Background: an optimization exercise with open tools, aiming at small area. Do not read the settings as production practice.

==> 03-01: inputs <==
## pulse_oximeter
module pulse_oximeter (
    input             CLK,
    input             rst_n,
    input             Find_Setting,
    input      [7:0]  V_ADC,
    output reg [6:0]  DC_Comp,
    output reg [3:0]  PGA_Gain,
    output reg        LED_IR,
    output reg        LED_RED,
    output reg [19:0] Out_IR,
    output reg [19:0] Out_RED
);
clock: 15.0 ns
lec_check: 0
cap_margin: 20
core_margin: 2
core_utilization: 65
cts_buf_list: sky130_fd_sc_hd__clkbuf_8
cts_cluster_size: 12
slew_margin: 20
synth_hierarchical: 1
run.sh (not shown) runs the stock make flow with config.mk's settings and CLKGATE_MAP_FILE= SYNTH_SCRIPT=/design/flow/synth_recipe.tcl, a recipe that flattens the netlist after the stock synthesis.
==> 05-15 (differences from 03-01) <==
--- a/flow/design.v
+++ b/flow/design.v
@@ -763,45 +763,44 @@
         if (shift_ir) begin
             I0 <= cap_ir ? Vppg : 8'd0;
             I1 <= I0; I2 <= I1; I3 <= I2; I4 <= I3; I5 <= I4;
         end
     end
     wire ch_red = run & ~(q[0] ^ half);
     wire ch_ir  = run &  (q[0] ^ half);
-    wire rev    = q[0];
-    wire red_rev = ch_red & rev, red_fwd = ch_red & ~rev;
-    wire ir_rev = ch_ir & rev,  ir_fwd = ch_ir & ~rev;
-    wire [7:0] v0 = ({8{red_fwd}} & R0) | ({8{red_rev}} & R4) | ({8{ir_fwd}} & I0) | ({8{ir_rev}} & I4);
-    wire [7:0] v1 = ({8{red_fwd}} & R1) | ({8{red_rev}} & R3) | ({8{ir_fwd}} & I1) | ({8{ir_rev}} & I3);
+    wire [7:0] v0 = ({8{ch_red}} & R0) | ({8{ch_ir}} & I0);
+    wire [7:0] v1 = ({8{ch_red}} & R1) | ({8{ch_ir}} & I1);
     wire [7:0] v2 = ({8{ch_red}} & R2) | ({8{ch_ir}} & I2);
-    wire [7:0] v3 = ({8{red_fwd}} & R3) | ({8{red_rev}} & R1) | ({8{ir_fwd}} & I3) | ({8{ir_rev}} & I1);
-    wire [7:0] v4 = ({8{red_fwd}} & R4) | ({8{red_rev}} & R0) | ({8{ir_fwd}} & I4) | ({8{ir_rev}} & I0);
+    wire [7:0] v3 = ({8{ch_red}} & R3) | ({8{ch_ir}} & I3);
+    wire [7:0] v4 = ({8{ch_red}} & R4) | ({8{ch_ir}} & I4);
     wire [7:0] v5 = ({8{ch_red}} & R5) | ({8{ch_ir}} & I5);
-    wire sel1 = (q == 3'd0);           
-    wire sel2 = (q == 3'd0) | (q == 3'd2) | (q == 3'd3);    
+    wire sel1 = (q == 3'd0);
+    wire sel2 = ~q[0] & ~q[2];
+    wire sel3 = ~q[0];
+    wire sel4 = ~(q[0] & q[1]);
     wire [7:0] x0  = v0;
     wire [7:0] x1  = sel1 ? v1 : v0;
     wire [7:0] x2  = sel2 ? v1 : v0;
-    wire [7:0] x3  = v1;
-    wire [7:0] x4  = v1;
+    wire [7:0] x3  = sel3 ? v1 : v0;
+    wire [7:0] x4  = sel4 ? v1 : v0;
     wire [7:0] x5  = v1;
     wire [7:0] x6  = sel1 ? v2 : v1;
     wire [7:0] x7  = sel2 ? v2 : v1;
-    wire [7:0] x8  = v2;
-    wire [7:0] x9  = v2;
+    wire [7:0] x8  = sel3 ? v2 : v1;
+    wire [7:0] x9  = sel4 ? v2 : v1;
     wire [7:0] x10 = v2;
     wire [7:0] x11 = sel1 ? v3 : v2;
     wire [7:0] x12 = sel2 ? v3 : v2;
-    wire [7:0] x13 = v3;
-    wire [7:0] x14 = v3;
+    wire [7:0] x13 = sel3 ? v3 : v2;
+    wire [7:0] x14 = sel4 ? v3 : v2;
     wire [7:0] x15 = v3;
     wire [7:0] x16 = sel1 ? v4 : v3;
     wire [7:0] x17 = sel2 ? v4 : v3;
-    wire [7:0] x18 = v4;
-    wire [7:0] x19 = v4;
+    wire [7:0] x18 = sel3 ? v4 : v3;
+    wire [7:0] x19 = sel4 ? v4 : v3;
     wire [7:0] x20 = v4;
     wire [7:0] x21 = sel1 ? v5 : v4;
     wire [18:0] mac;
     FIR_MAC u_mac (
         .x0(x0), .x1(x1), .x2(x2), .x3(x3), .x4(x4), .x5(x5), .x6(x6), .x7(x7),
         .x8(x8), .x9(x9), .x10(x10), .x11(x11), .x12(x12), .x13(x13), .x14(x14),
         .x15(x15), .x16(x16), .x17(x17), .x18(x18), .x19(x19), .x20(x20), .x21(x21),
==> flow/config.mk (replaced) <==
export PLATFORM = sky130hd
export DESIGN_NAME = pulse_oximeter
export DESIGN_NICKNAME = pulse_oximeter
export VERILOG_FILES = /design/flow/design.v
export SDC_FILE = /design/flow/constraint.sdc
export NUM_CORES = 4
export LEC_CHECK = 0
export CAP_MARGIN = 20
export CORE_MARGIN = 2
export CORE_UTILIZATION = 40
export SLEW_MARGIN = 20
export SYNTH_HIERARCHICAL = 1
==> 04-27 (differences from 03-01) <==
==> flow/config.mk (replaced) <==
export PLATFORM = sky130hd
export DESIGN_NAME = pulse_oximeter
export DESIGN_NICKNAME = pulse_oximeter
export VERILOG_FILES = /design/flow/design.v
export SDC_FILE = /design/flow/constraint.sdc
export NUM_CORES = 4
export LEC_CHECK = 0
export CAP_MARGIN = 20
export CORE_MARGIN = 2
export CORE_UTILIZATION = 65
export CTS_BUF_LIST = sky130_fd_sc_hd__clkbuf_4 sky130_fd_sc_hd__clkbuf_8 sky130_fd_sc_hd__clkbuf_16
export SLEW_MARGIN = 20
export SYNTH_HIERARCHICAL = 1
==> comparison table <==
Run status: 03-01 no timing/DRC/antenna violations; 05-15 no timing/DRC/antenna violations; 04-27 no timing/DRC/antenna violations
Post-synthesis cell type count: 03-01 65; 05-15 71; 04-27 65
Util after Layout: 03-01 0.718; 05-15 0.439; 04-27 0.726
Share of the synthesized area in compound gates (AO/OA/AOI/OAI): 03-01 0.0706; 05-15 0.0787; 04-27 0.0706
DP Worst Slack: 03-01 3.22 ns; 05-15 3.05 ns; 04-27 3.22 ns
Number of tapcells: 03-01 319; 05-15 532; 04-27 319
Initial detailed-routing violation count: 03-01 870; 05-15 814; 04-27 781
Synthesized-area fraction occupied by adder cells: 03-01 0.384; 05-15 0.368; 04-27 0.384
Placeable core area: 03-01 23600 µm²; 05-15 40600 µm²; 04-27 23600 µm²
Clock transition at the registers of the reported paths: 03-01 0.11 ns; 05-15 0.08 ns; 04-27 0.08 ns
First-pass GRT wire length: 03-01 57200 µm; 05-15 61000 µm; 04-27 57400 µm
Hold Path Origin: 03-01 I2[4]; 05-15 clk_filter; 04-27 R2[6]
Non-clock buffer share of cell area: 03-01 0.0440; 05-15 0.0399; 04-27 0.0435
Function was not checked in any run of this note: the RTL went through the layout flow alone.

[static timing again, ports no longer ideal]
The results above use ideal ports. As a check the final layouts listed here were re-extracted and re-timed, cells and wires unchanged.
Step 1 (the two cells are an assumption about what drives the block):
set clk [get_ports {CLK}]
set_driving_cell -lib_cell sky130_fd_sc_hd__clkbuf_16 $clk
set_driving_cell -lib_cell sky130_fd_sc_hd__buf_2 [delete_from_list [all_inputs] $clk]
Step 2 adds t to the input delays and takes it off the output delays; t is the mean of the earliest and latest rising clock arrival at the registers after step 1. Input paths then give back, and output paths get back, about the clock's delay inside the block.
Three values: ideal ports, drivers, drivers and shift; two values: the first two.
run | t (ns) | slack for setup (ns) | worst setup path after step 2 | cell pins on the clock port's net
03-01 | 0.514 | 3.233 / 3.233 / 3.233 | register to register | 1
05-15 | 0.527 | 3.057 / 3.057 / 3.057 | register to register | 1
04-27 | 0.494 | 3.221 / 3.221 / 3.221 | register to register | 1
After both steps every run listed still meets setup and hold.
